What follows belongs to an exercise in optimizing a design on an open flow for small area, a short achievable clock period and few clock cycles; a production flow would make more cautious choices.
Function was checked by simulation only, so behaviour that the tests miss may differ from the original.

==> flow/design.v <==
module RSA ( key_in, mod_in, data_in, data_out, key_ready, mod_ready, data_ready, resetn, CLK, finish, key_end, mod_end, data_out_ready,state );
   input           CLK, resetn;
   input [31:0]    key_in, mod_in, data_in;
   input           key_ready, mod_ready, data_ready;
   output          finish;
   output [31:0]   data_out;
   output          key_end, mod_end, data_out_ready;
   output [2:0]    state;
   localparam [2:0] INIT     = 3'h1;
   localparam [2:0] IDLE     = 3'h2;
   localparam [2:0] KEY_GET  = 3'h3;
   localparam [2:0] MOD_GET  = 3'h4;
   localparam [2:0] DATA_GET = 3'h5;
   localparam [2:0] DATA_OUT = 3'h6;
   localparam [2:0] ENCRYPT  = 3'h7;
   localparam integer I_IDLE = 0;
   localparam integer I_INIT = 1;      
   localparam integer I_WS   = 2;      
   localparam integer I_PRE2 = 4;      
   localparam integer I_RUN  = 5;      
   localparam integer I_RES  = 6;      
   localparam integer I_NEXT = 7;      
   localparam integer I_DONE = 8;
   localparam [8:0] EG_IDLE = 9'b000000001;
   localparam [8:0] EG_INIT = 9'b000000010;
   localparam [8:0] EG_WS   = 9'b000000100;
   localparam [8:0] EG_PRE2 = 9'b000010000;
   localparam [8:0] EG_RUN  = 9'b000100000;
   localparam [8:0] EG_RES  = 9'b001000000;
   localparam [8:0] EG_NEXT = 9'b010000000;
   localparam [8:0] EG_DONE = 9'b100000000;
   localparam [3:0] PH_DBLA  = 4'd0;
   localparam [3:0] PH_SQ    = 4'd1;
   localparam [3:0] PH_CONV  = 4'd2;
   localparam [3:0] PH_COPY  = 4'd3;
   localparam [3:0] PH_DBLB  = 4'd4;
   localparam [3:0] PH_LOOP  = 4'd5;
   localparam [3:0] PH_FINAL = 4'd6;
   localparam [3:0] PH_FFIX  = 4'd7;
   localparam [3:0] PH_END   = 4'd8;
   localparam [1:0] SRC_A   = 2'd0;
   localparam [1:0] SRC_X   = 2'd1;
   localparam [1:0] SRC_ONE = 2'd2;
   reg [2:0]  st, st_n;
   reg [4:0]  cnt;
   reg        fin_r, kend_r, mend_r, dor_r, keyok, modok;
   reg [8:0]  eg, eg_n;
   reg        st_key, st_mod, st_dget, st_dout;    
   wire       eng_start = (st == DATA_GET) && (cnt == 5'd31);
   always @(*) begin
      st_n = st;
      case (st)
        INIT, IDLE:
          if (key_ready) st_n = KEY_GET;
          else if (mod_ready) st_n = MOD_GET;
          else if (st == IDLE && keyok && modok && data_ready) st_n = DATA_GET;
        KEY_GET, MOD_GET:
          if (cnt == 5'd31) st_n = IDLE;
        DATA_GET:
          if (cnt == 5'd31) st_n = ENCRYPT;
        ENCRYPT:
          if (eg[I_DONE]) st_n = DATA_OUT;
        DATA_OUT:
          if (!dor_r && cnt == 5'd31) st_n = IDLE;
        default: st_n = IDLE;
      endcase
   end
   always @(posedge CLK) begin
      if (resetn == 1'b0) begin
         st     <= INIT;
         st_key <= 1'b0;
         st_mod <= 1'b0;
         st_dget <= 1'b0;
         st_dout <= 1'b0;
         fin_r  <= 1'b0;
         cnt    <= 5'd0;
         kend_r <= 1'b0;
         mend_r <= 1'b0;
         dor_r  <= 1'b0;
         keyok  <= 1'b0;
         modok  <= 1'b0;
      end
      else begin
         st    <= st_n;
         st_key  <= (st_n == KEY_GET);
         st_mod  <= (st_n == MOD_GET);
         st_dget <= (st_n == DATA_GET);
         st_dout <= (st_n == DATA_OUT);
         fin_r <= !(st_n == INIT || st_n == IDLE);
         kend_r <= (st == KEY_GET) && (cnt == 5'd31);
         mend_r <= (st == MOD_GET) && (cnt == 5'd31);
         if (st == KEY_GET && cnt == 5'd31) keyok <= 1'b1;
         if (st == MOD_GET && cnt == 5'd31) modok <= 1'b1;
         case (st)
           KEY_GET, MOD_GET, DATA_GET: cnt <= cnt + 5'd1;
           ENCRYPT: begin
              cnt <= 5'd0;
              if (eg[I_DONE]) dor_r <= 1'b1;
           end
           DATA_OUT: begin
              dor_r <= 1'b0;
              cnt <= cnt + 5'd1;
           end
           default: cnt <= 5'd0;
         endcase
      end
   end
   assign state          = st;
   assign finish         = fin_r;
   assign key_end        = kend_r;
   assign mod_end        = mend_r;
   assign data_out_ready = dor_r;
   reg [1023:0] E;           
   reg [4:0]    epos;        
   reg [31:0]   ew;          
   reg          ewv;         
   reg [5:0]    ewl;         
   reg [1023:0] N;           
   reg [1023:0] X;           
   reg          xsign;       
   wire [1024:0] A;          
   reg          a_sign;      
   wire [1026:0] nS, nC;     
   reg [3:0]    Np;          
   reg [4:0]    topw_idx;    
   reg [4:0]    topw_msb;    
   reg          mexam;
   reg [4:0]    mexam_idx;
   reg [31:0]   dout_r;
   assign data_out = dout_r;
   reg [3:0]    phase;
   reg [1:0]    src;
   reg [10:0]   dcnt;
   reg [2:0]    sqcnt;
   reg [4:0]    wcnt;
   reg          wsdbl, cy, pmsb;
   reg [8:0]    di;          
   reg [63:0]   blk;         
   wire [19:0]  bsq;         
   reg          xstream;     
   reg [3:0]    a_pre;       
   reg          a_top;       
   reg [5:0]    pl_pre;      
   reg [7:0]    elo;         
   reg [6:0]    cin;         
   reg [10:0]   ebits;
   reg          scan_act, found, cbit;
   function [2:0] booth;
      input b2, b1, b0;
      begin
         booth[2] = b2 & ~(b1 & b0);
         booth[1] = b1 ^ b0;
         booth[0] = (b2 & ~b1 & ~b0) | (~b2 & b1 & b0);
      end
   endfunction
   function [4:0] midcols;
      input [5:0] sel;      
      input [7:0] m;
      reg [3:0] r0, r1;
      integer j;
      begin
         for (j = 4; j < 8; j = j + 1) begin
            r0[j-4] = ((sel[1] & m[j]) | (sel[0] & m[j-1])) ^ sel[2];
            r1[j-4] = ((sel[4] & m[j-2]) | (sel[3] & m[j-3])) ^ sel[5];
         end
         midcols = {1'b0, r0} + {1'b0, r1};
      end
   endfunction
   function [5:0] lowcols;
      input [5:0] sel;      
      input [3:0] m;
      reg [3:0] r0;
      reg [1:0] r1;
      begin
         r0[0] = (sel[1] & m[0]) ^ sel[2];
         r0[1] = ((sel[1] & m[1]) | (sel[0] & m[0])) ^ sel[2];
         r0[2] = ((sel[1] & m[2]) | (sel[0] & m[1])) ^ sel[2];
         r0[3] = ((sel[1] & m[3]) | (sel[0] & m[2])) ^ sel[2];
         r1[0] = (sel[4] & m[0]) ^ sel[5];
         r1[1] = ((sel[4] & m[1]) | (sel[3] & m[0])) ^ sel[5];
         lowcols = {2'b0, r0} + {2'b0, r1, 2'b0} + {5'b0, sel[2]} + {3'b0, sel[5], 2'b0};
      end
   endfunction
   localparam integer W = 1031;
   wire [W-1:0] one0_v, two0_v, neg0_v, one1_v, two1_v, neg1_v;
   reg  [5:0] qtab [0:15];
   reg  [5:0] ktab [0:15];
   reg  [3:0] tcnt, tcnt_d;
   reg        tfill, tfill_d;
   reg  [5:0] qlast;
   wire [3:0] qv = tcnt * Np;
   wire [5:0] qf = {booth(qv[3], qv[2], qv[1]), booth(qv[1], qv[0], 1'b0)};
   wire [6:0] kv = {3'b0, tcnt_d} + {1'b0, lowcols(qlast, N[3:0])};
   wire [5:0] kf = {4'b0, kv[5:4]} + {1'b0, midcols(qlast, N[7:0])};
   integer ti;
   always @(posedge CLK) begin
      if (eng_start) begin
         tcnt  <= 4'd0;
         tfill <= 1'b1;
      end
      else begin
         tcnt <= tcnt + 4'd1;
         if (tcnt == 4'd15) tfill <= 1'b0;
      end
      tcnt_d  <= tcnt;
      tfill_d <= tfill & ~eng_start;
      qlast   <= qf;
      for (ti = 0; ti < 16; ti = ti + 1) begin
         if (tfill && !eng_start && tcnt == ti) qtab[ti] <= qf;
         if (tfill_d && tcnt_d == ti) ktab[ti] <= kf;
      end
   end
   reg  [15:0] t_oh;
   reg  [5:0]  ktab_t;
   integer oi;
   always @(*) begin
      ktab_t = 6'd0;
      for (oi = 0; oi < 16; oi = oi + 1)
        ktab_t = ktab_t | ({6{t_oh[oi]}} & ktab[oi]);
   end
   wire [6:0] c4 = {3'b0, elo[7:4]} + {1'b0, ktab_t};
   reg  [4:0] a47;
   reg  [6:0] pa;
   wire [W-1:0] Bx  = {{(W-1025){A[1024]}}, A};
   wire [W-1:0] Nx  = {{(W-1024){1'b0}}, N};
   wire [W-1:0] na0 = ~(((one0_v & Bx) | (two0_v & {Bx[W-2:0], 1'b0})) ^ neg0_v);
   wire [W-1:0] na1 = ~(((one1_v & {Bx[W-3:0], 2'b0}) | (two1_v & {Bx[W-4:0], 3'b0})) ^ neg1_v);
   wire [W-1:0] qtwo0_v, qone0_v, qneg0_v, qtwo1_v, qone1_v, qneg1_v;
   wire [W-1:0] nq0 = ~(((qone0_v & Nx) | (qtwo0_v & {Nx[W-2:0], 1'b0})) ^ qneg0_v);
   wire [W-1:0] nq1 = ~(((qone1_v & {Nx[W-3:0], 2'b0}) | (qtwo1_v & {Nx[W-4:0], 3'b0})) ^ qneg1_v);
   wire [1:0] s_t = ~nS[1026:1025];
   wire [1:0] c_t = ~nC[1026:1025];
   wire ext_s = |{s_t, c_t};
   wire ext_c = &{s_t, c_t};
   wire [W-1:0] nSx = {{(W-1027){~ext_s}}, nS};
   wire [W-1:0] nCx = {{(W-1027){~ext_c}}, nC};
   wire [1030:0] cs_s1, cs_c1;
   rsa_fav #(1023) cs_f1_8 (nSx[1030:8], nCx[1030:8], na0[1030:8], cs_s1[1030:8], cs_c1[1030:8]);
   wire [1030:0] cs_s2, cs_c2;
   rsa_fav #(1022) cs_f2_9 (cs_s1[1030:9], cs_c1[1029:8], na1[1030:9], cs_s2[1030:9], cs_c2[1030:9]);
   wire [1030:0] cs_s3, cs_c3;
   rsa_fav #(1) cs_f3_8 (cs_s1[8], na1[8], nq0[8], cs_s3[8:8], cs_c3[8:8]);
   rsa_haiv #(1) cs_h3_9 (cs_s2[9], nq0[9], cs_s3[9:9], cs_c3[9:9]);
   rsa_fav #(1021) cs_f3_10 (cs_s2[1030:10], cs_c2[1029:9], nq0[1030:10], cs_s3[1030:10], cs_c3[1030:10]);
   wire [1030:0] cs_s4, cs_c4;
   rsa_fav #(1022) cs_f4_9 (cs_s3[1030:9], cs_c3[1029:8], nq1[1030:9], cs_s4[1030:9], cs_c4[1030:9]);
   wire [1030:0] ncsa_s = {cs_s4[1030:9], cs_s3[8], nSx[7:4], {4{1'b1}}};
   wire [1030:0] ncsa_c = {cs_c4[1029:9], {1{1'b1}}, nq1[8], nCx[7:4], {4{1'b1}}};
   wire [1026:0] nS_mm = ncsa_s[W-1:4];
   wire [1026:0] nC_mm = ncsa_c[W-1:4];
   wire [5:0] sp0 = {booth(a_pre[3], a_pre[2], a_pre[1]),
                     booth(a_pre[1], a_pre[0], eg[I_PRE2] ? 1'b0 : a_top)};
   wire [5:0] pl_nx = pl_pre;
   wire [7:0] elo_early = {4'b0, ~nS[7:4]} + {4'b0, ~nC[7:4]} + {1'b0, pa} +
                          {4'b0, elo[7:4]};
   wire [7:0] elo_k;
   rsa_add8 ADDK (elo_early, {2'b0, ktab_t}, elo_k);
   wire [7:0] elo_nx = eg[I_PRE2] ? {2'b0, pl_nx} : elo_k;
   wire [15:0] t_oh_nx = 16'd1 << elo_nx[3:0];
   reg  [5:0]  qs_nx;
   integer oj;
   always @(*) begin
      qs_nx = 6'd0;
      for (oj = 0; oj < 16; oj = oj + 1)
        qs_nx = qs_nx | ({6{t_oh_nx[oj]}} & qtab[oj]);
   end
   wire [9:0] rs0 = {2'b0, ~nS[7:0]} + {2'b0, ~nC[7:0]} + {3'b0, cin};
   wire [1027:0] nrc;
   wire [128:0]  cbound;
   wire [1026:0] nrsum;
   wire [1026:0] nC_res;
   genvar gp;
   generate
      for (gp = 0; gp < 1027; gp = gp + 1) begin : g_res
         wire ci;
         if (gp < 8) begin : g_b0
            assign nrsum[gp] = ~rs0[gp];
            assign nrc[gp+1] = 1'b1;
         end else begin : g_bk
            if (gp % 8 == 0) begin : g_cb
               assign ci = 1'b1;
            end else begin : g_cr
               assign ci = nrc[gp];
            end
            rsa_fa FA (nS[gp], nC[gp], ci, nrsum[gp], nrc[gp+1]);
         end
         if (gp == 8 || gp == 9) begin : g_c8
            assign nC_res[gp] = ~rs0[gp];
            if (gp == 8) begin : g_cb8
               assign cbound[1] = ~nC[8];
            end
         end else if (gp % 8 == 0 && gp > 0) begin : g_cout
            assign nC_res[gp] = nrc[gp];
            assign cbound[gp/8] = ~nC[gp];
         end else begin : g_cz
            assign nC_res[gp] = 1'b1;
         end
      end
   endgenerate
   assign nrc[0] = 1'b1;
   assign cbound[0] = ~nC[9];
   wire [15:0] zsv;
   wire c_zero = &zsv;
   reg  res_first;      
   wire nx = eg[I_NEXT] | (eg[I_RES] & c_zero & ~res_first);
   wire [1087:0] Aext = {{63{A[1024]}}, A};
   wire [8:0] di_p2 = di + 9'd2;
   genvar gi;
   wire [4:0] bs_n = (eg[I_PRE2] | eg[I_RUN]) ? di_p2[8:4] : 5'd0;
   wire [63:0] bsv0, bsv1, bsv2, bsv3, bsv4;
   generate
      for (gi = 0; gi < 4; gi = gi + 1) begin : g_bs
         rsa_rep #(5) BS (CLK, bs_n, bsq[5*gi +: 5]);
         assign bsv0[16*gi +: 16] = {16{bsq[5*gi]}};
         assign bsv1[16*gi +: 16] = {16{bsq[5*gi+1]}};
         assign bsv2[16*gi +: 16] = {16{bsq[5*gi+2]}};
         assign bsv3[16*gi +: 16] = {16{bsq[5*gi+3]}};
         assign bsv4[16*gi +: 16] = {16{bsq[5*gi+4]}};
      end
   endgenerate
   wire [64*32-1:0] bl0;
   generate
      for (gi = 0; gi < 32; gi = gi + 1) begin : g_bl
         if (gi < 17) begin : g_l
            assign bl0[64*gi +: 64] = Aext[64*gi +: 64];
         end else begin : g_z
            assign bl0[64*gi +: 64] = 64'd0;
         end
      end
   endgenerate
   wire [64*16-1:0] bl1;
   wire [64*8-1:0]  bl2;
   wire [64*4-1:0]  bl3;
   wire [64*2-1:0]  bl4;
   wire [63:0]      bl5;
   generate
      for (gi = 0; gi < 16; gi = gi + 1) begin : g_b1
         assign bl1[64*gi +: 64] = (bsv0 & bl0[64*(2*gi+1) +: 64]) | (~bsv0 & bl0[64*(2*gi) +: 64]);
      end
      for (gi = 0; gi < 8; gi = gi + 1) begin : g_b2
         assign bl2[64*gi +: 64] = (bsv1 & bl1[64*(2*gi+1) +: 64]) | (~bsv1 & bl1[64*(2*gi) +: 64]);
      end
      for (gi = 0; gi < 4; gi = gi + 1) begin : g_b3
         assign bl3[64*gi +: 64] = (bsv2 & bl2[64*(2*gi+1) +: 64]) | (~bsv2 & bl2[64*(2*gi) +: 64]);
      end
      for (gi = 0; gi < 2; gi = gi + 1) begin : g_b4
         assign bl4[64*gi +: 64] = (bsv3 & bl3[64*(2*gi+1) +: 64]) | (~bsv3 & bl3[64*(2*gi) +: 64]);
      end
   endgenerate
   assign bl5 = (bsv4 & bl4[127:64]) | (~bsv4 & bl4[63:0]);
   wire [4*8-1:0] dg1;
   wire [4*4-1:0] dg2;
   wire [4*2-1:0] dg3;
   wire [3:0]     dg4;
   generate
      for (gi = 0; gi < 8; gi = gi + 1) begin : g_d1
         assign dg1[4*gi +: 4] = di[0] ? blk[4*(2*gi+1) +: 4] : blk[4*(2*gi) +: 4];
      end
      for (gi = 0; gi < 4; gi = gi + 1) begin : g_d2
         assign dg2[4*gi +: 4] = di[1] ? dg1[4*(2*gi+1) +: 4] : dg1[4*(2*gi) +: 4];
      end
      for (gi = 0; gi < 2; gi = gi + 1) begin : g_d3
         assign dg3[4*gi +: 4] = di[2] ? dg2[4*(2*gi+1) +: 4] : dg2[4*(2*gi) +: 4];
      end
   endgenerate
   assign dg4 = di[3] ? dg3[7:4] : dg3[3:0];
   wire [3:0] lv9 = dg4;
   wire [3:0] xdig = di[8] ? {4{xsign}} : X[4*di[2:0] +: 4];
   wire [3:0] dig_fetch = (src == SRC_A) ? lv9 :
                          (src == SRC_X) ? xdig :
                          ((di == 9'd0) ? 4'd1 : 4'd0);
   wire fetch = eg[I_PRE2] | eg[I_RUN];
   wire shift_x = st_dget | (fetch & (di[2:0] == 3'd7) & ~di[8] & ((src == SRC_X) | xstream));
   wire [31:0] xtop = st_dget ? data_in : (xstream ? blk[32*di[3] +: 32] : X[31:0]);
   wire nxs = eg[I_NEXT] | eg[I_RES];
   wire [3:0] dig_f = nxs ? dig0 : dig_fetch;
   wire [5:0] spf = {booth(dig_f[3], dig_f[2], dig_f[1]),
                     booth(dig_f[1], dig_f[0], nxs ? 1'b0 : a_pre[3])};
   wire        sgn  = A[1024];
   wire [31:0] aw   = A[31:0];
   wire [31:0] nw   = N[31:0];
   wire        wsub = wsdbl & ~sgn;
   wire        wadd = sgn;
   wire [31:0] opa  = wsdbl ? {aw[30:0], pmsb} : aw;
   wire [31:0] opn  = wsub ? ~nw : (wadd ? nw : 32'd0);
   wire [32:0] wsum = {1'b0, opa} + {1'b0, opn} + {32'b0, cy};
   wire        wsgn = (wsdbl ? aw[31] : sgn) ^ wsub ^ wsum[32];
   wire [31:0] initw = (wcnt == topw_idx) ? (32'd1 << topw_msb) : 32'd0;
   wire [11:0] m_dbl = 12'd1036 - {2'b0, topw_idx, 5'b0} - {7'b0, topw_msb};
   wire [31:0] ntop = N[1023:992];
   reg  [4:0]  ntop_msb;
   integer k;
   always @(*) begin
      ntop_msb = 5'd0;
      for (k = 0; k < 32; k = k + 1)
        if (ntop[k]) ntop_msb = k[4:0];
   end
   reg [3:0] np_f;
   always @(*) begin
      case (ntop[3:0])
        4'd1:  np_f = 4'd15;
        4'd3:  np_f = 4'd5;
        4'd5:  np_f = 4'd3;
        4'd7:  np_f = 4'd9;
        4'd9:  np_f = 4'd7;
        4'd11: np_f = 4'd13;
        4'd13: np_f = 4'd11;
        4'd15: np_f = 4'd1;
        default: np_f = 4'd0;
      endcase
   end
   wire etop = ew[31];
   reg        n_mm;         
   reg [1:0]  n_src;        
   reg        n_ws;         
   reg        n_wsdbl;      
   reg        n_rot;        
   reg        n_copy;       
   reg        n_done;
   reg [3:0]  n_phase;
   reg [10:0] n_dcnt;
   reg [2:0]  n_sqcnt;
   reg        n_cbit;
   always @(*) begin
      n_mm = 1'b0; n_src = SRC_A; n_ws = 1'b0; n_wsdbl = 1'b1;
      n_rot = 1'b0; n_copy = 1'b0; n_done = 1'b0;
      n_phase = phase; n_dcnt = dcnt; n_sqcnt = sqcnt; n_cbit = cbit;
      case (phase)
        PH_DBLA:
          if (dcnt != 11'd0) begin
             n_dcnt = dcnt - 11'd1;
             n_ws = 1'b1;
          end
          else begin
             n_phase = PH_SQ;
             n_sqcnt = 3'd6;
             n_mm = 1'b1;
          end
        PH_SQ:
          if (sqcnt != 3'd0) begin
             n_sqcnt = sqcnt - 3'd1;
             n_mm = 1'b1;
          end
          else begin
             n_phase = PH_DBLB;
             n_dcnt = 11'd3;
             n_ws = 1'b1;
          end
        PH_DBLB:
          if (dcnt != 11'd0) begin
             n_dcnt = dcnt - 11'd1;
             n_ws = 1'b1;
          end
          else begin
             n_phase = PH_COPY;
             n_mm = 1'b1;
             n_src = SRC_X;
          end
        PH_COPY: begin
           n_copy = 1'b1;
           n_phase = PH_LOOP;
        end
        PH_LOOP:
          if (scan_act) begin
          end
          else if (!found) begin
             n_phase = PH_FFIX;
             n_mm = 1'b1;
             n_src = SRC_ONE;
          end
          else if (cbit) begin
             n_cbit = 1'b0;
             n_mm = 1'b1;
             n_src = SRC_X;
          end
          else if (ebits[10]) begin
             n_phase = PH_FFIX;
             n_mm = 1'b1;
             n_src = SRC_ONE;
          end
          else if (!ewv) begin
          end
          else begin
             n_cbit = etop;
             n_rot = 1'b1;
             n_mm = 1'b1;
          end
        PH_FFIX: begin
           n_ws = 1'b1;
           n_wsdbl = 1'b0;
           n_phase = PH_END;
        end
        PH_END: n_done = 1'b1;
        default: ;
      endcase
   end
   wire [3:0] dig0 = (n_src == SRC_A) ? A[3:0] :
                     (n_src == SRC_X) ? X[3:0] : 4'd1;
   reg  rot_pend;
   wire rotE = (scan_act & ewv & ~ebits[10]) | rot_pend;
   always @(*) begin
      eg_n = eg;
      case (1'b1)
        eg[I_IDLE]: if (eng_start) eg_n = EG_INIT;
        eg[I_INIT]: if (wcnt == 5'd31) eg_n = EG_NEXT;
        eg[I_WS]:   if (wcnt == 5'd31) eg_n = EG_NEXT;
        eg[I_PRE2]: eg_n = EG_RUN;
        eg[I_RUN]:  if (di == 9'd258) eg_n = EG_RES;
        nx:
          if (n_mm)        eg_n = EG_PRE2;
          else if (n_ws)   eg_n = EG_WS;
          else if (n_done) eg_n = EG_DONE;
          else             eg_n = EG_NEXT;
        eg[I_RES]: ;
        eg[I_DONE]: eg_n = EG_IDLE;
        default: eg_n = EG_IDLE;
      endcase
      if (resetn == 1'b0) eg_n = EG_IDLE;
   end
   always @(posedge CLK) eg <= eg_n;
   always @(posedge CLK) begin
      if (resetn == 1'b0) begin
         scan_act <= 1'b0;
         xstream <= 1'b0;
         rot_pend <= 1'b0;
      end
      else begin
         rot_pend <= nx & n_rot;
         if (eg[I_RUN] && di == 9'd256) xstream <= 1'b0;
         if (eng_start) begin
            ebits <= 11'd0;
            scan_act <= 1'b1;
            found <= 1'b0;
            ewv <= 1'b0;
            ewl <= 6'd32;
         end
         else begin
            if (rotE) begin
               ebits <= ebits + 11'd1;
               ew <= {ew[30:0], 1'b0};
               if (ebits[4:0] == 5'd31) ewv <= 1'b0;
            end
            else if (!ewv && ewl != 6'd0 && epos == ewl[4:0] - 5'd1) begin
               ew <= E[31:0];
               ewv <= 1'b1;
               ewl <= ewl - 6'd1;
            end
            if (scan_act) begin
               if (ebits[10])
                 scan_act <= 1'b0;
               else if (ewv && etop) begin
                  found <= 1'b1;
                  scan_act <= 1'b0;
               end
            end
         end
         case (1'b1)
           eg[I_IDLE]: begin
              if (eng_start) begin
                 wcnt <= 5'd0;
                 phase <= PH_DBLA;
                 dcnt <= m_dbl[10:0];
                 cbit <= 1'b0;
              end
           end
           eg[I_INIT]: begin
              wcnt <= wcnt + 5'd1;
           end
           eg[I_WS]: begin
              wcnt <= wcnt + 5'd1;
              cy <= wsum[32];
              pmsb <= aw[31];
           end
           eg[I_PRE2]: begin
              di <= di + 9'd1;
           end
           eg[I_RUN]: begin
              di <= di + 9'd1;
              if (di == 9'd258) res_first <= 1'b1;
           end
           nx: begin
              phase <= n_phase;
              dcnt <= n_dcnt;
              sqcnt <= n_sqcnt;
              cbit <= n_cbit;
              if (n_copy) xstream <= 1'b1;
              if (n_mm) begin
                 src <= n_src;
                 di <= 9'd1;
              end
              else if (n_ws) begin
                 wsdbl <= n_wsdbl;
                 wcnt <= 5'd0; pmsb <= 1'b0;
                 cy <= n_wsdbl & ~A[1024];
              end
           end
           eg[I_RES]: res_first <= 1'b0;
           default: ;
         endcase
      end
   end
   wire wordop = eg[I_INIT] | eg[I_WS] | (st_dout & (cnt != 5'd31));
   wire [31:0] topword = eg[I_INIT] ? initw :
                         eg[I_WS]   ? wsum[31:0] : aw;
   always @(posedge CLK) begin
      dout_r <= A[31:0];
      E <= {st_key ? key_in : E[31:0], E[1023:32]};
      epos <= (st_key && cnt == 5'd31) ? 5'd0 : epos + 5'd1;
      if (st_mod)
        N <= {mod_in, N[1023:32]};
      else if (eg[I_WS])
        N <= {N[31:0], N[1023:32]};
      mexam <= st_mod;
      mexam_idx <= cnt;
      if (mexam) begin
         if (mexam_idx == 5'd0) begin
            Np <= np_f;
            topw_idx <= 5'd0;
            topw_msb <= ntop_msb;
         end
         else if (ntop != 32'd0) begin
            topw_idx <= mexam_idx;
            topw_msb <= ntop_msb;
         end
      end
      if (shift_x)
        X <= {xtop, X[1023:32]};
      if (st_dget)
        xsign <= 1'b0;
      else if (xstream)
        xsign <= A[1024];
      if (eg[I_RES])
        a_sign <= ~nrsum[1024];
      else if (eg[I_INIT])
        a_sign <= 1'b0;
      else if (eg[I_WS] && wcnt == 5'd31)
        a_sign <= wsgn;
      blk   <= bl5;
      a_pre <= dig_f;
      a_top <= a_pre[3];
      pl_pre <= lowcols(spf, A[3:0]);
      elo   <= elo_nx;
      t_oh  <= t_oh_nx;
      cin   <= eg[I_RUN] ? (c4 + {2'b0, a47}) : 7'd0;
      a47   <= midcols(sp0, A[7:0]);
      pa    <= {1'b0, lowcols(spf, A[3:0])} + {2'b0, midcols(sp0, A[7:0])};
   end
   wire dout_rot_n = (st == ENCRYPT && eg[I_DONE]) ||
                     (st == DATA_OUT && cnt != 5'd30 && cnt != 5'd31);
   wire c_res_n = eg_n[I_RES];
   wire c_rp_n  = eg_n[I_RES] | eg_n[I_PRE2];
   wire c_wop_n = resetn & (eg_n[I_INIT] | eg_n[I_WS] | dout_rot_n);
   wire [1023:0] A_sh = {topword, A[1023:32]};
   assign A[1024] = a_sign;
   genvar gs;
   generate
      for (gs = 0; gs < 16; gs = gs + 1) begin : g_sl
         localparam integer LO  = 64 * gs;
         localparam integer HA  = (gs == 15) ? 1023 : 64 * gs + 63;    
         localparam integer HS  = (gs == 15) ? 1026 : 64 * gs + 63;    
         localparam integer HW  = (gs == 15) ? W - 1 : 64 * gs + 63;   
         wire c_res, c_rp, c_wop;
         wire [5:0] as;
         rsa_rep #(9) CTL (CLK, {c_res_n, c_rp_n, c_wop_n, sp0}, {c_res, c_rp, c_wop, as});
         wire [5:0] qs;
         rsa_rep #(6) QSR (CLK, qs_nx, qs);
         reg [HA-LO:0] a_q;
         reg [HS-LO:0] ns_q, nc_q;
         reg zs_q;
         always @(posedge CLK) begin
            if (c_res)
              a_q <= ~nrsum[HA:LO];
            else if (c_wop)
              a_q <= A_sh[HA:LO];
            if (c_res) begin
               ns_q <= nrsum[HS:LO];
               nc_q <= nC_res[HS:LO];
            end
            else if (c_rp) begin
               ns_q <= {(HS-LO+1){1'b1}};
               nc_q <= {(HS-LO+1){1'b1}};
            end
            else begin
               ns_q <= nS_mm[HS:LO];
               nc_q <= nC_mm[HS:LO];
            end
            zs_q <= &nC_res[HS:LO];
         end
         assign zsv[gs] = zs_q;
         assign A[HA:LO]  = a_q;
         assign nS[HS:LO] = ns_q;
         assign nC[HS:LO] = nc_q;
         assign one0_v[HW:LO] = {(HW-LO+1){as[1]}};
         assign two0_v[HW:LO] = {(HW-LO+1){as[0]}};
         assign neg0_v[HW:LO] = {(HW-LO+1){as[2]}};
         assign one1_v[HW:LO] = {(HW-LO+1){as[4]}};
         assign two1_v[HW:LO] = {(HW-LO+1){as[3]}};
         assign neg1_v[HW:LO] = {(HW-LO+1){as[5]}};
         assign qtwo0_v[HW:LO] = {(HW-LO+1){qs[0]}};
         assign qone0_v[HW:LO] = {(HW-LO+1){qs[1]}};
         assign qneg0_v[HW:LO] = {(HW-LO+1){qs[2]}};
         assign qtwo1_v[HW:LO] = {(HW-LO+1){qs[3]}};
         assign qone1_v[HW:LO] = {(HW-LO+1){qs[4]}};
         assign qneg1_v[HW:LO] = {(HW-LO+1){qs[5]}};
      end
   endgenerate
endmodule
module rsa_rep (CLK, d, q);
   parameter integer W = 1;
   input          CLK;
   input  [W-1:0] d;
   output [W-1:0] q;
   reg    [W-1:0] q;
   always @(posedge CLK) q <= d;
endmodule
module rsa_add8 (a, b, s);
   input  [7:0] a, b;
   output [7:0] s;
   assign s = a + b;
endmodule
module rsa_fa (a, b, c, s, co);
   input  a, b, c;
   output s, co;
   assign s  = a ^ b ^ c;
   assign co = (a & b) | (a & c) | (b & c);
endmodule
module rsa_hai (a, b, s, co);
   input  a, b;
   output s, co;
   assign s  = ~(a ^ b);
   assign co = a | b;
endmodule
module rsa_fav (a, b, c, s, co);
   parameter integer W = 8;
   input  [W-1:0] a, b, c;
   output [W-1:0] s, co;
   genvar i;
   generate
      for (i = 0; i < W; i = i + 1) begin : g
         rsa_fa FA (a[i], b[i], c[i], s[i], co[i]);
      end
   endgenerate
endmodule
module rsa_haiv (a, b, s, co);
   parameter integer W = 8;
   input  [W-1:0] a, b;
   output [W-1:0] s, co;
   assign s  = ~(a ^ b);
   assign co = a | b;
endmodule
==> flow/flow/run.sh <==
#!/bin/bash
# Layout flow: the standard ORFS flow (standard.sh), run with a setup
# repair margin aimed well below the 14 ns clock, so that repair_timing
# keeps sizing and buffering the critical paths after the 14 ns
# constraint is met, with cell resizing not limited to cells of the same
# footprint, and with more antenna repair iterations after detailed
# routing.  The constraints, the synthesis and every step are the
# standard ones.
set -euo pipefail
bash standard.sh SETUP_SLACK_MARGIN=9.3 TNS_END_PERCENT=100 MATCH_CELL_FOOTPRINT=0 \
  MAX_REPAIR_ANTENNAS_ITER_DRT=12 MAX_REPAIR_ANTENNAS_ITER_GRT=8 finish > standard_flow.log 2>&1
==> flow/standard.sh <==
#!/bin/bash
# synth_recipe.tcl (not shown) runs the flow's synth.tcl, then flattens the netlist and writes it again
# the make line also repeats each setting of config.mk as NAME=value (left out here)
make -C /OpenROAD-flow-scripts/flow DESIGN_CONFIG=/design/flow/config.mk WORK_HOME=/design/flow/orfs CLKGATE_MAP_FILE= SYNTH_SCRIPT=/design/flow/synth_recipe.tcl "${@:-finish}"
==> flow/config.mk <==
export PLATFORM = sky130hd
export DESIGN_NAME = RSA
export DESIGN_NICKNAME = RSA
export VERILOG_FILES = /design/flow/design.v
export SDC_FILE = /design/flow/constraint.sdc
export NUM_CORES = 8
export LEC_CHECK = 0
export CAP_MARGIN = 40
export CORE_MARGIN = 2
export CORE_UTILIZATION = 65
export CTS_CLUSTER_DIAMETER = 100
export CTS_CLUSTER_SIZE = 20
export SLEW_MARGIN = 40
export SYNTH_HIERARCHICAL = 1
export SYNTH_MEMORY_MAX_BITS = 8192
==> flow/constraint.sdc <==
create_clock -name core_clock -period 14.0 [get_ports {CLK}]
set_input_delay 2.8000 -clock core_clock [delete_from_list [all_inputs] [get_ports {CLK}]]
set_output_delay 2.8000 -clock core_clock [all_outputs]
set_load 0.01 [all_outputs]
==> results of run 1 <==
[layout make-up]
type,count,area share [%]
multi-input cells,20000,51.2
clock inverters,31,0.173
repair buffers,614,1.69
clock buffers,654,2.53
diodes,410,0.242
inverters,1171,1.04
flip-flops and latches,6923,40.8
well taps,8120,2.39
[per-module statistics from Yosys (local to each module, per instance), a selection]
module | flip-flops and latches | cells | copies in the design | area, um2
rsa_fa | 0 | 1 | 5108 | 20.0
RSA | 6663 | 24700 | 1 | 293000
rsa_add8 | 0 | 38 | 1 | 310
[metal layers]
metal	up-vias	GRT usage, %	routed length, um
met1	135000	55.9	472000
met5	-	0.0153	1090
li1	103000	-	-
met4	142	30.0	111000
met2	19200	62.3	591000
met3	4030	15.1	186000
[registers in the layout, indices dropped and copies added (netlist names), 7 cells and up]
| register | flops |
|---|---|
| g_sl.ns_q | 1027 |
| g_sl.nc_q | 1025 |
| E | 1024 |
| N | 1024 |
| X | 1024 |
| g_sl.a_q | 1024 |
| g_sl.CTL.q | 144 |
| g_sl.QSR.q | 96 |
| ktab | 96 |
| qtab | 96 |
| blk | 64 |
| dout_r | 32 |
| ew | 32 |
| g_bs.BS.q | 20 |
| g_sl.zs_q | 16 |
| t_oh | 16 |
| dcnt | 11 |
| ebits | 11 |
| di | 9 |
| eg | 8 |
| cin | 7 |
| pa | 7 |
[stage by stage]
stage               util, %  setup WS [ps]  instances  hold WS (ps)
finish                 69.0           9320      37900           292
global route           68.9           9210      37600           276
CTS                    68.7           9270      37500           278
detailed placement     66.7           8280      36800           312
global placement       66.4           8100      36700           310
floorplan                 -           5490      30200           310
[cells by family (layout without fill, tap and decap cells)]
group | count (synthesis) | in the layout | share of synthesized area, %
flip-flops | 6923 | 6923 | 43.0
AO/OA/AOI/OAI | 6827 | 6827 | 12.0
adder cells (fa/ha/maj) | 5265 | 5265 | 26.1
XOR/XNOR | 4220 | 4220 | 9.23
buffers and inverters | 3277 | 2470 | 3.08
AND/OR/NAND/NOR | 3019 | 3021 | 4.23
multiplexers | 530 | 530 | 2.45
other | 2 | 540 | 0.00187
[placed cells by master (no fill, tap or decap), types with 45 or more instances in the layout]
cell             Yosys  final
a21oi_1            118    112
a22oi_1           4123   4122
and2_1              45     45
buf_12               0     93
buf_4                2    217
buf_6                2    128
clkbuf_1          1224    263
clkbuf_16            0    389
clkdlybuf4s50_1      0    100
conb_1               2    130
dfxtp_1           3554   3312
dfxtp_2              0    103
dfxtp_4              0    139
diode_2              0    410
edfxtp_1          3369   3369
fa_1              5137   5136
ha_1               128    120
inv_1             1162   1161
mux2_2             136    136
mux2i_1             48     48
mux4_2             346    346
nand2_1            435    435
nand2b_1           995    994
nand3_1             46     46
nand4_1             50     50
nor2_1             360    339
o21a_1            1002   1001
o21ai_0           1304   1297
or3_1              901    901
xnor2_1            228    224
xor2_1            3991   3989
[path summary, 6_finish.rpt]
path                        to         start  cells after the start  slack (ps)
max          g_sl[11].CTL.q[7]  g_sl[4].zs_q                      9        9320
min                      E[63]         E[95]                      0         290
max reg2reg  g_sl[11].CTL.q[7]  g_sl[4].zs_q                      9        9320
min reg2reg              E[63]         E[95]                      0         290
[worst reg2reg max path, stage by stage, from the launching register on]
cell and delay (ps):
dfxtp_1 660, nand4b_1 620, nor3_2 620, a41oi_1 360
nand2b_1 320, nor4_2 540, nand2_1 220, nor2_1 340
a31o_2 170, or2_2 550
[repair_timing]
item | in CTS | in global routing
cloned | 0 | 5
pin swaps | 4 | 21
buffers inserted | 10 | 22
setup endpoints to repair | 728 | 455
resized for setup | 101 | 70
==> reports/qor.txt, run 1 <==
Layout Nets -> 34500
share of cells above drive strength 1 -> 6.02%
clk buf depth -> 4
crit path buf inv count -> 0
worst skew pair latency -> 1150 ps
crit-path cells -> nand4b_1 -> nor3_2 -> a41oi_1 -> nand2b_1 -> nor4_2 -> nand2_1 -> nor2_1 -> a31o_2 -> or2_2
Avg Cell Area, Syn -> 13.3 um2
Synth area leader -> fa_1
post-route design area -> 424000 um2
drt wl/cell -> 35.9 um
synthesized cell area -> 401000 um2
Worst Hold Class -> flop to flop
Post-CTS Hold Buffers -> 0
Critical-path top delay cell -> dfxtp_1
clock tree sinks -> 6923
Worst-path clk slew -> 90 ps
ranking of synthesized cells by area -> fa_1, edfxtp_1, dfxtp_1
EDFF count, synth -> 3369
Crit Path Category -> flop to flop
fmax -> 0.214 GHz
pin count of the biggest net entering global routing -> 202
share of the synthesized area in the top cell type -> 25.7%
CTS tree -> yes
register area -> 173000 um2
DRT Wirelength -> 1360 mm
dpl hpwl -> 956 mm
status -> complete, no violations
DRC viols -> 0
layout filler cell count -> 43900
setup violators final -> 0
Num CTS Buffers -> 385
data arrival time of the worst path -> 5540 ps
register area share after synthesis -> 43.0%
Post-synth ARST share -> 0%
final period demand of the worst path -> 4680 ps
Rel. slew slack -> 34.1%
chip width -> 789 um
count leader, synth -> fa_1
Post-DRT Antenna Nets -> 0
delay-heaviest family, CP -> simple AND/OR/NAND/NOR gates
CP required -> 14860 ps
Root Driver -> clkbuf_16
number of DRC markers in iteration 0 -> 35300
vias in the first global route -> 266000
# port buffers -> 139
Yosys reg bits -> 6923
final hold vios -> 0
CP endpoint kind -> flop
initial cell density of the core -> 65.2%
Synth cell types -> 91
RSZ-0062 raised after global routing -> yes
Post-Synthesis Cells -> 30100
via count -> 261000
deepest level of the CTS H-tree -> 5
Avg Vias per Cell -> 6.89
Synth Flop Type -> dfxtp_1
gr usage total -> 43.4%
max-slew violations -> 0
Max-Cap Viols -> 0
worst slew pin tran -> 989 ps
Max Clock Skew -> 153 ps
Die Span Y -> 789 um
GP Congestion -> 0.995
period utilization -> 33.5%
IO Count -> 140
core area -> 615000 um2
grt ovf -> 0
Post-synth top cells -> fa_1, a22oi_1, xor2_1
drt first pass iters -> 8
first-pass GRT wire length -> 1940 mm
# rows -> 288
die footprint -> 623000 um2
Area growth syn-to-layout -> 5.90%
Setup crit start kind -> flop
setup TNS -> 0 ps
area post-placement -> 410000 um2
Synth warnings -> 12
largest fanout on the critical path -> 16
crit-path max cell delay -> 660 ps
initial antenna violation count -> 318
multi-input logic area -> 217000 um2
Testbench counts, summed over its fixed seeds: cycles 1,683,949.
==> inputs of run 2 (changes only) <==
--- a/flow/design.v
+++ b/flow/design.v
@@ -119,6 +119,7 @@
    reg [1023:0] X;           
    reg          xsign;       
    wire [1024:0] A;          
+   wire [1023:0] nA;         
    reg          a_sign;      
    wire [1026:0] nS, nC;     
    reg [3:0]    Np;          
@@ -303,7 +304,7 @@
    wire c_zero = &zsv;
    reg  res_first;      
    wire nx = eg[I_NEXT] | (eg[I_RES] & c_zero & ~res_first);
-   wire [1087:0] Aext = {{63{A[1024]}}, A};
+   wire [1087:0] nAext = {{63{~A[1024]}}, nA};
    wire [8:0] di_p2 = di + 9'd2;
    genvar gi;
    wire [4:0] bs_n = (eg[I_PRE2] | eg[I_RUN]) ? di_p2[8:4] : 5'd0;
@@ -322,9 +323,9 @@
    generate
       for (gi = 0; gi < 32; gi = gi + 1) begin : g_bl
          if (gi < 17) begin : g_l
-            assign bl0[64*gi +: 64] = Aext[64*gi +: 64];
+            assign bl0[64*gi +: 64] = nAext[64*gi +: 64];
          end else begin : g_z
-            assign bl0[64*gi +: 64] = 64'd0;
+            assign bl0[64*gi +: 64] = {64{1'b1}};
          end
       end
    endgenerate
@@ -635,7 +636,7 @@
         a_sign <= 1'b0;
       else if (eg[I_WS] && wcnt == 5'd31)
         a_sign <= wsgn;
-      blk   <= bl5;
+      blk   <= ~bl5;
       a_pre <= dig_f;
       a_top <= a_pre[3];
       pl_pre <= lowcols(spf, A[3:0]);
@@ -650,7 +651,7 @@
    wire c_res_n = eg_n[I_RES];
    wire c_rp_n  = eg_n[I_RES] | eg_n[I_PRE2];
    wire c_wop_n = resetn & (eg_n[I_INIT] | eg_n[I_WS] | dout_rot_n);
-   wire [1023:0] A_sh = {topword, A[1023:32]};
+   wire [1023:0] nA_sh = {~topword, nA[1023:32]};
    assign A[1024] = a_sign;
    genvar gs;
    generate
@@ -669,9 +670,9 @@
          reg zs_q;
          always @(posedge CLK) begin
             if (c_res)
-              a_q <= ~nrsum[HA:LO];
+              a_q <= nrsum[HA:LO];
             else if (c_wop)
-              a_q <= A_sh[HA:LO];
+              a_q <= nA_sh[HA:LO];
             if (c_res) begin
                ns_q <= nrsum[HS:LO];
                nc_q <= nC_res[HS:LO];
@@ -687,7 +688,8 @@
             zs_q <= &nC_res[HS:LO];
          end
          assign zsv[gs] = zs_q;
-         assign A[HA:LO]  = a_q;
+         assign nA[HA:LO] = a_q;
+         assign A[HA:LO]  = ~a_q;
          assign nS[HS:LO] = ns_q;
          assign nC[HS:LO] = nc_q;
          assign one0_v[HW:LO] = {(HW-LO+1){as[1]}};
==> run 2 against run 1 <==
Compared with the run above: still clean on timing, DRC and antenna; clock-buffer cell count rose by 7; critical path depth grew 9; synthesized area decreased by 0.80%; worst setup slack got worse by 21 ps; design area down 0.91%; register-to-register slack worse by 20 ps; die area decreased by 0.79%; fmax fell by 0.44%; sequential cell count did not move; synthesized cell count is 4.3% higher; critical endpoint is now pa[6].
==> reports/qor.txt, run 2 <==
initial antenna violation count -> 247
max-slew violations -> 0
first-pass GRT wire length -> 1920 mm
Max Clock Skew -> 131 ps
DRT Wirelength -> 1330 mm
vias in the first global route -> 269000
Setup WS pre-CTS -> 7840 ps
grt ovf -> 0
number of DRC markers in iteration 0 -> 34400
initial cell density of the core -> 65.2%
crit-path cells -> buf_12 -> buf_4 -> mux4_2 -> mux2i_1 -> a2bb2oi_1 -> and3_2 -> nor2_4 -> a32oi_2 -> buf_4 -> o22ai_1 -> xor2_1 -> ha_1 -> ha_1 -> ha_1 -> a21o_1 -> a21oi_2 -> nor2b_1 -> o21a_1
GP Congestion -> 1.03
Setup crit start kind -> flop
Post-DRT Antenna Nets -> 0
IO Count -> 140
Die Span Y -> 786 um
pin count of the biggest net entering global routing -> 227
worst slew pin tran -> 1100 ps
chip width -> 786 um
setup violators final -> 0
largest family of logic cells by synthesized area -> adder cells
clk buf depth -> 4
CP required -> 14930 ps
ranking of synthesized cells by area -> fa_1, edfxtp_1, dfxtp_1
min-delay src -> E[227]
Compound-Gate Fraction of Synth Area -> 10.9%
Worst-path clk slew -> 100 ps
synthesized cell area -> 397000 um2
Avg Vias per Cell -> 6.80
Layout Nets -> 35700
die footprint -> 618000 um2
drt wl/cell -> 34.1 um
fmax -> 0.213 GHz
RR Endpoint -> pa[6]
period utilization -> 33.6%
Critical-path top delay cell -> mux4_2
crit-path max cell delay -> 520 ps
hold endpoint -> E[195]
dpl hpwl -> 924 mm
Post-Synthesis Cells -> 31400
via count -> 265000
Synth warnings -> 12
CP dominant cell by count -> ha_1
final period demand of the worst path -> 4700 ps
register area share after synthesis -> 43.4%
Post-Synth Simple-Gate Area -> 4.69%
Crit Path Category -> flop to flop
drt first pass iters -> 8
FF-to-FF Start -> di[0]
share of cells above drive strength 1 -> 5.55%
CTS tree -> yes
register area -> 173000 um2
max reg flops -> 1027
CP endpoint kind -> flop
Synth Flop Type -> dfxtp_1
count leader, synth -> fa_1
RSZ-0062 raised after global routing -> yes
core area -> 610000 um2
Worst Hold Class -> flop to flop
area post-placement -> 407000 um2
most common cell after layout, fill and taps aside -> fa_1
Yosys reg bits -> 6923
M3 GR Usage -> 14.4%
# rows -> 287
post-synthesis mux area share -> 2.30%
utilization after layout -> 68.9%
setup TNS -> 0 ps
Post-CTS Hold Buffers -> 0
EDFF count, synth -> 3369
share of the synthesized area in the top cell type -> 25.9%
GRT met2 Usage -> 61.4%
status -> complete, no violations
R2R cell count -> 18
Avg Cell Area, Syn -> 12.7 um2
GR Util met1 -> 56.3%
final hold vios -> 0
worst skew pair latency -> 1130 ps
xor and xnor fraction of the mapped netlist area -> 9.28%
Synth area leader -> fa_1
post-route design area -> 420000 um2
Post-synth top cells -> fa_1, dfxtp_1, edfxtp_1
Area growth syn-to-layout -> 5.78%
Final WS setup -> 9300 ps
Hold Worst Slack -> 315 ps
Largest regs -> g_sl.ns_q (1027), g_sl.nc_q (1025)
Num CTS Buffers -> 385
multi-input logic area -> 214000 um2
Root Driver -> clkbuf_16
hold path cells -> 0
DRC viols -> 0
largest fanout on the critical path -> 9
layout filler cell count -> 44100
most frequent cells in the layout -> fa_1, dfxtp_1, edfxtp_1, xnor2_1, o21ai_0
gr usage total -> 43.0%
clock tree sinks -> 6923
largest reg by FF count -> g_sl.ns_q
GRT busiest layer -> met2
# port buffers -> 139
data arrival time of the worst path -> 5640 ps
deepest level of the CTS H-tree -> 5
Post-synth ARST share -> 0%
Max-Cap Viols -> 0
Synth cell types -> 93
post-synthesis adder-cell area fraction -> 26.3%
R2R setup slack -> 9300 ps
Rel. slew slack -> 26.1%
==> run 2: changes by cell type in the layout (fill, tap and decap cells not counted), moves of 1004 or more <==
cell / change
a22oi_1: -2044
xnor2_1: +2019
o22ai_1: +2063
xor2_1: -2029
nand2_1: +1004
nor2_1: +1061
==> run 2: critical path: cells and delay by family (launching register included) <==
kind | cells | cell delay [ps]
AOI/OAI and AO/OA | 6 | 1270
adders and majority gates | 3 | 940
muxes | 2 | 800
buffers and inverters | 3 | 510
and+or+nand+nor | 3 | 470
DFF | 1 | 400
xor gates and xnor gates | 1 | 170
==> run 2: repair_timing <==
action / in CTS / in global routing
pin swaps: 10 / 17
gates cloned: 2 / 3
setup buffers: 14 / 18
resized for setup: 101 / 66
setup endpoints to repair: 233 / 272
==> run 2: kinds of logic after synthesis <==
group / Yosys count
DFF: 6923
AOI/OAI and AO/OA: 6889
adders and majority gates: 5267
xor gates and xnor gates: 4212
and+or+nand+nor: 4132
buffers and inverters: 3413
muxes: 527
other: 2
==> run 2: layout make-up <==
| type | instances | area share, % |
|---|---|---|
| Multi-Input combinational cell | 21200 | 50.8 |
| Sequential cell | 6923 | 41.1 |
| Clock buffer | 661 | 2.55 |
| Tap cell | 8092 | 2.41 |
| Timing Repair Buffer | 614 | 1.67 |
| Inverter | 1218 | 1.11 |
| Clock inverter | 31 | 0.180 |
| Antenna cell | 279 | 0.166 |
==> run 2: metrics by stage <==
step / std cells
after floorplan: 31500
after global routing: 38800
after global placement: 37900
after CTS: 38700
after detailed placement: 37900
final: 39000
==> run 2: worst max-delay path by stage <==
stage               startpoint          endpoint  slack, ps  depth (start not counted)
finish                   di[0]             pa[6]       9300                         18
global route           dcnt[0]             pa[6]       9180                         17
CTS                    dcnt[5]             pa[5]       9260                         15
detailed placement      resetn  g_sl[8].CTL.q[7]       7840                          9
global placement        resetn  g_sl[7].CTL.q[7]       7780                          9
floorplan                di[1]              X[0]       5270                          4
==> run 2: per-layer routing <==
layer  up-vias  part of all wire [%]
met1    136000                    35
met4       124                   8.1
met2     18200                    43
met3      3645                    13
met5         -                 0.082
li1     107000                     -
==> run 2: per-module statistics from Yosys (local to each module, per instance), a selection <==
| module | cells inside | area, um2 | flip-flops and latches | copies in the design |
|---|---|---|---|---|
| rsa_add8 | 38 | 310 | 0 | 1 |
| RSA | 26000 | 290000 | 6663 | 1 |
| rsa_fa | 1 | 20.0 | 0 | 5108 |
Testbench counts of run 2, summed over its fixed seeds: cycles 1,683,949.
==> inputs of run 3 (changes only) <==
--- a/flow/flow/run.sh
+++ b/flow/flow/run.sh
@@ -7,5 +7,5 @@
 # routing.  The constraints, the synthesis and every step are the
 # standard ones.
 set -euo pipefail
-bash standard.sh SETUP_SLACK_MARGIN=9.3 TNS_END_PERCENT=100 MATCH_CELL_FOOTPRINT=0 \
+bash standard.sh SETUP_SLACK_MARGIN=9.7 TNS_END_PERCENT=100 MATCH_CELL_FOOTPRINT=0 \
   MAX_REPAIR_ANTENNAS_ITER_DRT=12 MAX_REPAIR_ANTENNAS_ITER_GRT=8 finish > standard_flow.log 2>&1
==> run 3 against run 2 <==
Compared with the run above: the layout now fails its checks (antenna violations); routed wire length is 0.53% higher; clock-buffer cell count is the same; synthesized area did not move; hold slack got worse by 4.7 ps; worst setup slack gained 79 ps; die area is the same; global-route usage increased by 0.26 points; fmax up 1.7%; clock skew decreased by 1.1 ps; cell count rose by 0.23%; critical path type unchanged; largest cell class unchanged; highest routed layer unchanged.
==> reports/qor.txt, run 3 <==
Worst-path clk slew -> 100 ps
RR Endpoint -> pa[5]
setup violators final -> 0
delay-heaviest family, CP -> adder cells
Crit Path Category -> flop to flop
setup TNS -> 0 ps
max-slew violations -> 0
data arrival time of the worst path -> 5590 ps
final hold vios -> 0
GP Congestion -> 1.03
synthesized cell area -> 397000 um2
dpl hpwl -> 924 mm
IO Count -> 140
clock tree sinks -> 6923
Max-Cap Viols -> 0
first-pass GRT wire length -> 1930 mm
Avg Cell Area, Syn -> 12.7 um2
Num CTS Buffers -> 385
share of cells above drive strength 1 -> 6.63%
hold path cells -> 0
drt first pass iters -> 7
most common cell after layout, fill and taps aside -> fa_1
vias in the first global route -> 269000
share of the synthesized area in the top cell type -> 25.9%
via count -> 266000
worst slew pin tran -> 1060 ps
Root Driver -> clkbuf_16
Synth area leader -> fa_1
Area growth syn-to-layout -> 6.21%
ranking of synthesized cells by area -> fa_1, edfxtp_1, dfxtp_1
initial cell density of the core -> 65.2%
Yosys reg bits -> 6923
CP required -> 14970 ps
# rows -> 287
Post-DRT Antenna Nets -> 1
crit-path max cell delay -> 510 ps
crit path buf inv count -> 4
register area share after synthesis -> 43.4%
Largest regs -> g_sl.ns_q (1027), g_sl.nc_q (1025)
most frequent cells in the layout -> fa_1, edfxtp_1, dfxtp_1, xnor2_1, o21ai_0
Post-Synthesis Cells -> 31400
min-delay src -> E[742]
Layout Check Fails -> antenna violations
status -> complete, but fails checks
Worst Hold Class -> flop to flop
hold endpoint -> E[710]
RSZ-0062 raised after global routing -> yes
drt wl/cell -> 34.2 um
R2R cell count -> 19
DRC viols -> 0
DRT Wirelength -> 1340 mm
FF-to-FF Start -> di[0]
Hold Worst Slack -> 311 ps
initial antenna violation count -> 255
worst skew pair latency -> 1130 ps
# port buffers -> 139
Die Span Y -> 786 um
period utilization -> 33.0%
largest fanout on the critical path -> 9
count leader, synth -> fa_1
Max Clock Skew -> 130 ps
crit-path cells -> buf_12 -> buf_4 -> mux4_2 -> mux2_2 -> a2bb2oi_1 -> and3_4 -> nor2_4 -> buf_12 -> ha_1 -> inv_1 -> o22ai_1 -> xor2_1 -> ha_1 -> ha_1 -> ha_1 -> a21oi_2 -> o21bai_2 -> a21oi_2 -> xnor2_1
Synth warnings -> 12
die footprint -> 618000 um2
R2R setup slack -> 9380 ps
gr usage total -> 43.3%
deepest level of the CTS H-tree -> 5
core area -> 610000 um2
final period demand of the worst path -> 4620 ps
Layout Nets -> 35800
number of DRC markers in iteration 0 -> 35100
Setup WS pre-CTS -> 7840 ps
Setup crit start kind -> flop
Avg Vias per Cell -> 6.80
Post-synth ARST share -> 0%
EDFF count, synth -> 3369
Post-synth top cells -> fa_1, dfxtp_1, edfxtp_1
CP endpoint kind -> flop
fmax -> 0.216 GHz
dpl cells -> 37900
clk buf depth -> 4
Rel. slew slack -> 28.7%
Non-Filler Instances -> 39100
pin count of the biggest net entering global routing -> 227
largest reg by FF count -> g_sl.ns_q
Critical-path top delay cell -> mux4_2
Synth cell types -> 93
Synth Flop Type -> dfxtp_1
Final WS setup -> 9380 ps
CTS tree -> yes
CP dominant cell by count -> ha_1
grt ovf -> 0
chip width -> 786 um
max reg flops -> 1027
[run 3: cell counts after synthesis]
Identical to the previous run, type by type.
[run 3: how the worst max path moves through the flow]
stage	endpoint	startpoint	cells past startpoint
final	pa[5]	di[0]	19
after global routing	pa[5]	di[1]	22
after CTS	pa[5]	di[1]	22
after detailed placement	g_sl[8].CTL.q[7]	resetn	9
after global placement	g_sl[7].CTL.q[7]	resetn	9
after floorplan	X[0]	di[1]	4
[run 3: what timing repair did]
item,4_1_cts,5_1_grt
gates resized for setup,404,173
endpoints found under the setup margin,689,757
endpoints found under the hold margin,0,0
buffers inserted,77,32
hold buffers,0,0
gates cloned,9,3
pin swaps,50,44
[run 3: final cells by class]
| cell class | count | area (um2) |
|---|---|---|
| Antenna cell | 285 | 713 |
| Multi-Input combinational cell | 21200 | 214000 |
| Timing Repair Buffer | 698 | 7960 |
| Clock buffer | 661 | 10700 |
| Clock inverter | 31 | 758 |
| Fill cell | 43900 | 188000 |
| Sequential cell | 6923 | 173000 |
| Tap cell | 8092 | 10100 |
| Inverter | 1218 | 4650 |
[run 3: per-layer routing]
| metal | share of wire (%) | track usage, % | vias up | wire [um] |
|---|---|---|---|---|
| met5 | 0.063 | 0.225 | - | 842 |
| met4 | 8.1 | 29.4 | 116 | 109000 |
| li1 | - | - | 107000 | - |
| met3 | 13 | 15.1 | 3744 | 176000 |
| met1 | 35 | 56.2 | 136000 | 473000 |
| met2 | 43 | 61.5 | 18300 | 577000 |
[run 3: modules after synthesis (local to each module, per instance), excerpt]
| module | cells inside | flops+latches |
|---|---|---|
| rsa_fa | 1 | 0 |
| rsa_add8 | 38 | 0 |
| RSA | 26000 | 6663 |
[run 3: through the flow]
stage | utilization (%) | area (um2)
floorplan | - | 398000
global placement | 66.3 | 405000
detailed placement | 66.7 | 407000
CTS | 68.8 | 420000
global route | 69.1 | 422000
finish | 69.2 | 422000
[run 3: cell families (layout without fill, tap and decap cells)]
logic type	after synthesis	in the layout	synth area share, %
flops	6923	6923	43.4
xor+xnor	4212	4212	9.28
compound gates	6889	6890	10.9
mux	527	527	2.30
simple gates	4132	4133	4.69
buf+inv	3413	2608	3.23
other cells	2	415	0.00189
fa+ha+maj	5267	5267	26.3
==> inputs of run 4 (changes only) <==
--- a/flow/flow/run.sh
+++ b/flow/flow/run.sh
@@ -7,5 +7,5 @@
 # routing.  The constraints, the synthesis and every step are the
 # standard ones.
 set -euo pipefail
-bash standard.sh SETUP_SLACK_MARGIN=9.7 TNS_END_PERCENT=100 MATCH_CELL_FOOTPRINT=0 \
+bash standard.sh SETUP_SLACK_MARGIN=9.5 TNS_END_PERCENT=100 MATCH_CELL_FOOTPRINT=0 \
   MAX_REPAIR_ANTENNAS_ITER_DRT=12 MAX_REPAIR_ANTENNAS_ITER_GRT=8 finish > standard_flow.log 2>&1
==> run 4 against run 3 <==
Compared with the run above: largest cell class unchanged; worst setup slack improved by 42 ps; first-iteration DRC count about the same; fmax rose by 0.91%; hold slack better by 0.82 ps; critical path type unchanged; the run now finishes clean; sequential cell count did not move; critical endpoint unchanged; synthesized area stayed put; synthesized cell count stayed put.
==> reports/qor.txt, run 4 <==
Crit Path Category -> flop to flop
Die Span Y -> 786 um
fmax -> 0.218 GHz
R2R cell count -> 21
core area -> 610000 um2
Worst Hold Class -> flop to flop
period utilization -> 32.7%
share of the synthesized area in the top cell type -> 25.9%
first-pass GRT wire length -> 1920 mm
R2R setup slack -> 9420 ps
vias in the first global route -> 269000
# port buffers -> 139
CTS tree -> yes
Layout Nets -> 35700
count leader, synth -> fa_1
chip width -> 786 um
Avg Vias per Cell -> 6.79
most frequent cells in the layout -> fa_1, dfxtp_1, edfxtp_1, xnor2_1, o21ai_0
number of DRC markers in iteration 0 -> 35100
Max-Cap Viols -> 0
DRC viols -> 0
Post-synth ARST share -> 0%
RR Endpoint -> pa[5]
drt wl/cell -> 34.1 um
dpl hpwl -> 924 mm
min-delay src -> E[742]
clock tree sinks -> 6923
Synth Flop Type -> dfxtp_1
setup TNS -> 0 ps
Post-DRT Antenna Nets -> 0
utilization after layout -> 69.0%
Num CTS Buffers -> 385
Post-Synthesis Cells -> 31400
DRT Wirelength -> 1330 mm
CP required -> 14910 ps
EDFF count, synth -> 3369
Setup crit start kind -> flop
Avg Cell Area, Syn -> 12.7 um2
final period demand of the worst path -> 4580 ps
RSZ-0062 raised after global routing -> yes
gr usage total -> 43.1%
deepest level of the CTS H-tree -> 5
initial antenna violation count -> 229
Post-synth top cells -> fa_1, dfxtp_1, edfxtp_1
hold endpoint -> E[710]
setup violators final -> 0
Synth cell types -> 93
grt ovf -> 0
data arrival time of the worst path -> 5500 ps
GP Congestion -> 1.03
Post-CTS Hold Buffers -> 0
status -> complete, no violations
FF-to-FF Start -> di[1]
largest fanout on the critical path -> 6
Yosys reg bits -> 6923
drt first pass iters -> 9
Synth area leader -> fa_1
Synth warnings -> 12
die footprint -> 618000 um2
ranking of synthesized cells by area -> fa_1, edfxtp_1, dfxtp_1
synthesized cell area -> 397000 um2
Critical Path Start -> di[1]
IO Count -> 140
Hold Worst Slack -> 312 ps
Max Clock Skew -> 134 ps
layout filler cell count -> 44000
pin count of the biggest net entering global routing -> 227
most common cell after layout, fill and taps aside -> fa_1
worst skew pair latency -> 1140 ps
worst slew pin tran -> 1040 ps
CP endpoint kind -> flop
via count -> 265000
initial cell density of the core -> 65.2%
clk buf depth -> 4
post-route design area -> 421000 um2
largest reg by FF count -> g_sl.ns_q
Rel. slew slack -> 30.0%
hold path cells -> 0
Area growth syn-to-layout -> 5.88%
final hold vios -> 0
Root Driver -> clkbuf_16
register area share after synthesis -> 43.4%
max-slew violations -> 0
Worst-path clk slew -> 90 ps
share of cells above drive strength 1 -> 5.75%
max reg flops -> 1027
# rows -> 287
Largest regs -> g_sl.ns_q (1027), g_sl.nc_q (1025)
area post-placement -> 407000 um2
[run 4: worst max-delay path, cell delays in order (launching register included)]
cell and delay (ps):
edfxtp_1 440, buf_6 170, buf_12 140, mux4_2 310, mux4_2 560, nand2b_4 100, a21oi_2 50, nand2_1 100
o21ai_2 80, buf_6 170, buf_4 180, nor3_1 260, o32a_1 220, o21ai_2 60, ha_1 320, ha_4 250
xor2_2 150, ha_1 350, inv_2 50, o21bai_2 150, a21oi_2 90, xnor2_1 120
[run 4: layout make-up]
class	count	area [um2]	share of cell area [%]
Antenna cell	285	713	0.169
Clock buffer	661	10700	2.55
Clock inverter	31	758	0.180
Inverter	1218	4650	1.11
Multi-Input combinational cell	21200	214000	50.8
Sequential cell	6923	173000	41.1
Tap cell	8092	10100	2.41
Timing Repair Buffer	634	7220	1.72
[run 4: how the worst max path moves through the flow]
stage	slack, ps	to	cells past startpoint
after floorplan	5270	X[0]	4
after global placement	7780	g_sl[7].CTL.q[7]	9
after detailed placement	7840	g_sl[8].CTL.q[7]	9
after CTS	9340	ktab[0][3]	17
after global routing	9290	pa[5]	23
final	9420	pa[5]	21
[run 4: cells by family (layout without fill, tap and decap cells)]
kind of cell / after synthesis / after routing / share of synthesized area, %
and+or+nand+nor: 4132 / 4133 / 4.69
buffers and inverters: 3413 / 2544 / 3.23
xor gates and xnor gates: 4212 / 4212 / 9.28
muxes: 527 / 527 / 2.30
adders and majority gates: 5267 / 5267 / 26.3
DFF: 6923 / 6923 / 43.4
other: 2 / 415 / 0.00189
AOI/OAI and AO/OA: 6889 / 6889 / 10.9
[run 4: modules after synthesis, one instance, submodules excluded, a selection]
module	cells inside	flops+latches
RSA	26000	6663
rsa_add8	38	0
rsa_fa	1	0
[run 4: through the flow]
stage	cells	setup slack (ps)
3_3_place_gp	37900	7780
3_5_place_dp	37900	7840
6_report	39000	9420
4_1_cts	38700	9340
5_1_grt	38800	9290
2_1_floorplan	31500	5270
[run 4: routing by layer]
metal,GRT usage (%),routed length (um),up-vias
li1,-,-,107000
met1,56.1,470000,136000
met2,61.4,575000,18100
met3,14.7,178000,3616
met4,29.1,108000,116
met5,1.02,887,-
[run 4: what timing repair did]
| action | in CTS | in global routing |
|---|---|---|
| buffers inserted | 22 | 28 |
| pin swaps | 17 | 23 |
| setup endpoints to repair | 435 | 331 |
| resized for setup | 150 | 77 |
| gates cloned | 6 | 2 |

static timing again, ports no longer ideal:
The results above use ideal ports. As a check the final layouts listed here were re-extracted and re-timed, cells and wires unchanged.
Step 1, drivers: a clkbuf_16 drives CLK and a buf_2 each remaining input, both assumed.
Step 2 also shifts input and output timing later by t, the mid clock arrival at the registers, as if the neighbouring blocks saw the same clock.
Three values: ideal, step 1, step 2; two values: the first two.
| run | shift t [ns] | slack for setup (ns) | worst setup path at the end |
|---|---|---|---|
| run 1 | 1.232 | 9.317 / 9.317 / 8.532 | input to register |
| run 2 | 1.214 | 9.296 / 9.281 / 8.541 | input to register |
| run 3 | 1.216 | 9.376 / 9.376 / 8.748 | input to register |
| run 4 | 1.219 | 9.417 / 9.378 / 8.532 | input to register |
The setup slack of run 4, which loses most, moves by -0.039 ns with the drivers and by -0.885 ns with both steps.
